Source: an optimization exercise on an open RTL-to-GDS flow (aim: a short achievable clock period and few clock cycles). Production flows keep margins and buffers that such runs may drop. Function was checked by simulation only, so behaviour that the tests miss may differ from the original. Power figures rest on the tool's default switching activity, not on a simulated workload.

Setup of job 1945:
// PROCESSOR
module PROCESSOR(
			input wire Clk,
			input wire Resetin,
			output wire [9:0] imem_addr,
			input wire [31:0] imem_data,
			output wire [9:0] dmem_addr,
			output wire [31:0] dmem_wdata,
			output wire dmem_we,
			input wire [31:0] dmem_rdata
    );
Size: ~5700 cells after synthesis, ~79000 um2 of cells after synthesis.
==> flow/config.mk <==
export PLATFORM = sky130hd
export DESIGN_NAME = PROCESSOR
export DESIGN_NICKNAME = PROCESSOR
export VERILOG_FILES = /design/flow/design.v
export SDC_FILE = /design/flow/constraint.sdc
export NUM_CORES = 4
export LEC_CHECK = 0
export ABC_CLOCK_PERIOD_IN_PS = 1500
export CAP_MARGIN = 20
export CORE_MARGIN = 2
export CORE_UTILIZATION = 40
export PLACE_DENSITY = 0.6
export SLEW_MARGIN = 20
==> flow/constraint.sdc <==
create_clock -name core_clock -period 10.0 [get_ports {Clk}]
set_input_delay 2.0000 -clock core_clock [delete_from_list [all_inputs] [get_ports {Clk}]]
set_output_delay 2.0000 -clock core_clock [all_outputs]
set_load 0.01 [all_outputs]
standard.sh (not shown) runs the stock make flow with config.mk's settings and CLKGATE_MAP_FILE= SYNTH_SCRIPT=/design/flow/synth_recipe.tcl, a recipe that flattens the netlist after the stock synthesis.
==> flow/flow/run.sh <==
#!/bin/bash
# Standard layout, with repair_timing aiming for extra setup slack.
set -euo pipefail
bash standard.sh SETUP_SLACK_MARGIN=7.0 finish > standard.log 2>&1
Testbench counts of job 1945, summed over its fixed seeds: cycles 34,124.
Relative to job 1945, the following input files were edited for job 6539:
==> flow/flow/run.sh <==
#!/bin/bash
# Standard layout, with repair_timing aiming for extra setup slack, and
# adders left to ABC (no full/half adder cell extraction).
set -euo pipefail
bash standard.sh SETUP_SLACK_MARGIN=7.0 ADDER_MAP_FILE= finish > standard.log 2>&1
Results
- The worst endpoint required time number comes out lower for job 6539 vs job 1945.
- As of job 6539, cell count had fallen slightly compared to job 1945.
- Delta (job 6539 minus job 1945): hold slack lower, hold violation count in the final report roughly the same, total power lower, area growth from synthesis to layout lower, wire length on met1 lower.
- A type of the setup path with the least slack of in -> reg is what job 6539 shows, while reg -> reg belongs to job 1945.
Modified inputs, job 7426 compared to job 6539
==> flow/flow/run.sh <==
#!/bin/bash
# Standard layout, with repair_timing aiming for extra setup slack.
set -euo pipefail
bash standard.sh SETUP_SLACK_MARGIN=7.5 finish > standard.log 2>&1
Findings:
Re worst slew slack as a fraction of its limit: job 6539 and job 7426 aren't equal, and the lower value belongs to job 6539.
Hold slack on job 7426 is up relative to job 6539.
Net switching power of the design on job 7426 is up relative to job 6539.
Delta (job 7426 minus job 6539): count of buffers added by post-CTS timing repair for setup picked up an extra 120; utilization went up by 1.2 points; required time at the worst-slack endpoint climbed 0.05 ns; cell area increased 2.7%; unique cell type count in the Yosys netlist now sits higher.

========
== wip/ember ==
Another version of the RTL of PROCESSOR (not shown whole).
Size: roughly 5700 cells after synthesis, about 1500 flip-flops, about 120 I/O pins, roughly 0.078 mm^2 of cells after synthesis.
clock: 10.0 ns
lec_check: 0
abc_clock_period_in_ps: 1500
cap_margin: 20
core_margin: 2
core_utilization: 40
place_density: 0.6
slew_margin: 20
==> flow/flow/run.sh <==
#!/bin/bash
# Standard layout, with repair_timing aiming for extra setup slack.
set -euo pipefail
bash standard.sh SETUP_SLACK_MARGIN=6.6 finish > standard.log 2>&1
Testbench counts of wip/ember, summed over its fixed seeds: cycles 34,240.
Inputs modified between wip/ember and wip/tundra:
==> flow/flow/run.sh <==
#!/bin/bash
# Standard layout, with repair_timing aiming for extra setup slack.
set -euo pipefail
bash standard.sh SETUP_SLACK_MARGIN=7.5 finish > standard.log 2>&1
[summary]
On total instance count after detailed placement, wip/tundra and wip/ember are neck and neck.
wip/tundra vs wip/ember — combined buffer and inverter count along the critical path rose 9.
[compare] base=wip/ember new=wip/tundra: number of global-route vias before repair shows an increase of 9.6%; global-route usage increased by 5.9 points relative to the old numbers; net switching power of the design rose by about 14%.
Against wip/ember, wire length of the first global-routing pass in wip/tundra rose by more than 10%.
wip/tundra against wip/ember; total area of multi-input combinational cells is up by more than 10%.
Side by side, layout overhead on the synthesized area turned out higher in wip/tundra than in wip/ember.
Going from wip/ember to wip/tundra, non-clock buffer count grew by more than 100%.
wip/tundra: time the final worst path needs with I/O delays and setup is 0.057 ns higher than what wip/ember reported.
Inputs modified between wip/tundra and wip/fjord:
- ABC_CLOCK_PERIOD_IN_PS: 1500 -> 3000
==> flow/flow/run.sh <==
#!/bin/bash
# Standard layout, with repair_timing aiming for extra setup slack.
set -euo pipefail
bash standard.sh SETUP_SLACK_MARGIN=7.0 finish > standard.log 2>&1
Higher leakage component of the power was reported by wip/tundra, not wip/fjord. In the metrics for wip/tundra and wip/fjord, the one carrying the lower share of total power in the clock network is wip/tundra. wip/fjord improves on wip/tundra in max-slew headroom at the worst pin. wip/fjord vs. wip/tundra: footprint of the multi-input gates went down by 0.0022 mm^2. On core utilization: wip/fjord sits below wip/tundra. Between wip/tundra and wip/fjord, the placed cell area is lower for wip/fjord. Looking at the reports, wip/fjord completed the entire flow and the layout it produced met the timing, design-rule and antenna checks. Looking at setup slack, wip/fjord sits above wip/tundra. wip/fjord — power 0.81 mW lower, wip/tundra as reference.
Inputs modified between wip/fjord and wip/umber:
- ABC_CLOCK_PERIOD_IN_PS now 1500, was 3000
- wip/fjord -> wip/umber: post-synthesis instance total delta 0, exact match
- As far as share of synthesized cell area in and, or, nand and nor gates is concerned, wip/fjord and wip/umber perform about the same.
- wip/fjord -> wip/umber: floorplan row count delta 0, exact match
- Number of nets in the finished design: wip/fjord vs wip/umber — no meaningful difference
- wip/umber: no failed stages, no open violations at the end
- Core utilization: wip/umber vs wip/fjord — no meaningful difference
- wip/umber -> wip/fjord: proportion of synthesized flip-flops having asynchronous set or reset delta 0, exact match
- Number of flip-flops and latches: wip/fjord vs wip/umber, no meaningful difference
- Final-layout worst hold slack: wip/umber vs wip/fjord identical
- Global-route wire length before repair: wip/fjord vs wip/umber identical

========
== 03-16 ==
Another version of the RTL of PROCESSOR (not shown whole).
Size: roughly 5200 cells after synthesis, ~1500 flip-flops.
clock: 10.0 ns
lec_check: 0
abc_clock_period_in_ps: 1500
cap_margin: 20
core_margin: 2
core_utilization: 45
place_density: 0.65
slew_margin: 20
==> flow/flow/run.sh <==
#!/bin/bash
# Standard layout, with repair_timing aiming for extra setup slack.
set -euo pipefail
bash standard.sh SETUP_SLACK_MARGIN=7.0 finish > standard.log 2>&1
Testbench counts of 03-16, summed over its fixed seeds: cycles 34,148.
The inputs of 09-08 differ from those of 03-16 as listed below.
# 03-16
export LEC_CHECK = 0
export ABC_CLOCK_PERIOD_IN_PS = 1500
export CAP_MARGIN = 20
export CORE_MARGIN = 2
export CORE_UTILIZATION = 45
export PLACE_DENSITY = 0.65
export SLEW_MARGIN = 20
create_clock -name core_clock -period 10.0 [get_ports {Clk}]
# 09-08
export LEC_CHECK = 0
export ABC_CLOCK_PERIOD_IN_PS = 1500
export CAP_MARGIN = 20
export CORE_MARGIN = 2
export CORE_UTILIZATION = 40
export PLACE_DENSITY = 0.6
export SLEW_MARGIN = 20
create_clock -name core_clock -period 10.0 [get_ports {Clk}]
### Flow results
Per the final summary, 03-16 finished and its layout is clean on timing, DRC and antenna.
09-08 completed end to end with timing, DRC and antenna clean.
Looking at cell at the slowest stage of the critical path, the o41ai_4 result is from 03-16; the mux4_2 one comes from 09-08.
09-08: global-route usage 3.8 points below 03-16
Count of clock buffers in the final design in 09-08 is 13 below 03-16.
[compare] base=03-16 new=09-08: post-synthesis instance total now sits at about the same level; total iterations of the first detailed-routing run went down by 2.

========
old:
PROCESSOR, a different RTL version from the one above (not shown whole).
Size: ~5500 cells after synthesis, roughly 1200 flip-flops, roughly 63000 sq um of cells after synthesis.
clock: 10.0 ns
lec_check: 0
abc_clock_period_in_ps: 3000
cap_margin: 20
core_margin: 2
core_utilization: 40
place_density: 0.6
setup_slack_margin: 5
slew_margin: 20
run.sh (not shown) runs the stock make flow with config.mk's settings and CLKGATE_MAP_FILE= SYNTH_SCRIPT=/design/flow/synth_recipe.tcl, a recipe that flattens the netlist after the stock synthesis.
Stock flow here: none of the scripts above is used.
Testbench counts of old, summed over its fixed seeds: cycles 34,408.
The inputs of new differ from those of old as listed below.
Settings: a deleted SETUP_SLACK_MARGIN that had been 5.
==> flow/flow/run.sh (new file) <==
#!/bin/bash
# Standard layout, with repair_timing aiming for extra setup slack.
set -euo pipefail
bash standard.sh SETUP_SLACK_MARGIN=6.8 finish > standard.log 2>&1
==> flow/standard.sh (new file) <==
#!/bin/bash
# synth_recipe.tcl (not shown) runs the flow's synth.tcl, then flattens the netlist and writes it again
# the make line also repeats each setting of config.mk as NAME=value (left out here)
make -C /OpenROAD-flow-scripts/flow DESIGN_CONFIG=/design/flow/config.mk WORK_HOME=/design/flow/orfs CLKGATE_MAP_FILE= SYNTH_SCRIPT=/design/flow/synth_recipe.tcl "${@:-finish}"
removed: flow/run.sh
==> notes.md <==
new vs. old: area occupied by multi-input gates rose about 17%, met1 usage rose 4.2 points, total power rose 8.1%, peak ir drop on the vdd network fell 0.040 mV, fraction of the mapped netlist area in adder cells about even.
new against old: count of non-CTS inverters in the layout rose by 3.6%, maximum clock frequency increased about 15%.

## what the ideal ports hide
How much do the figures lean on ideal ports? The routed layouts below were timed once more, with nothing changed but the port constraints.
Step 1: set_driving_cell puts a clkbuf_16 on Clk and a buf_2 on each other input, an assumption about the parent block.
Step 2 adds t to the input delays and takes it off the output delays; t is the mean of the earliest and latest rising clock arrival at the registers after step 1. Input paths then give back, and output paths get back, about the clock's delay inside the block.
a / b / c = ideal / step 1 / step 2; a / b = the first two.
run	t (ns)	setup WS [ns]	worst setup path after step 2	worst register clock-pin slew, ns	worst data-port slew with drivers (ns)
job 1945	0.935	6.552 / 6.403 / 5.468	input to register	0.07 / 0.07	0.48
job 6539	0.923	6.370 / 6.206 / 5.283	input to register	0.07 / 0.07	0.36
job 7426	0.920	6.558 / 6.346 / 5.426	input to register	0.07 / 0.07	0.54
wip/ember	0.887	6.373 / 6.373 / 5.528	input to register	0.07 / 0.07	0.34
wip/tundra	0.922	6.316 / 6.316 / 5.405	input to register	0.07 / 0.07	0.54
wip/fjord	0.903	6.525 / 6.475 / 5.572	input to register	0.07 / 0.07	0.44
wip/umber	0.903	6.525 / 6.475 / 5.572	input to register	0.07 / 0.07	0.44
03-16	0.899	6.303 / 6.303 / 5.437	input to register	0.07 / 0.07	0.37
09-08	0.907	6.318 / 6.367 / 5.460	input to register	0.07 / 0.07	0.28
old	0.857	4.993 / 5.044 / 4.187	input to register	0.07 / 0.07	0.08
new	0.877	5.641 / 5.658 / 4.782	input to register	0.07 / 0.07	0.31
After both steps every run listed still meets setup and hold. The setup slack of job 7426, which loses most, moves by -0.212 ns with the drivers and by -1.132 ns with both steps.
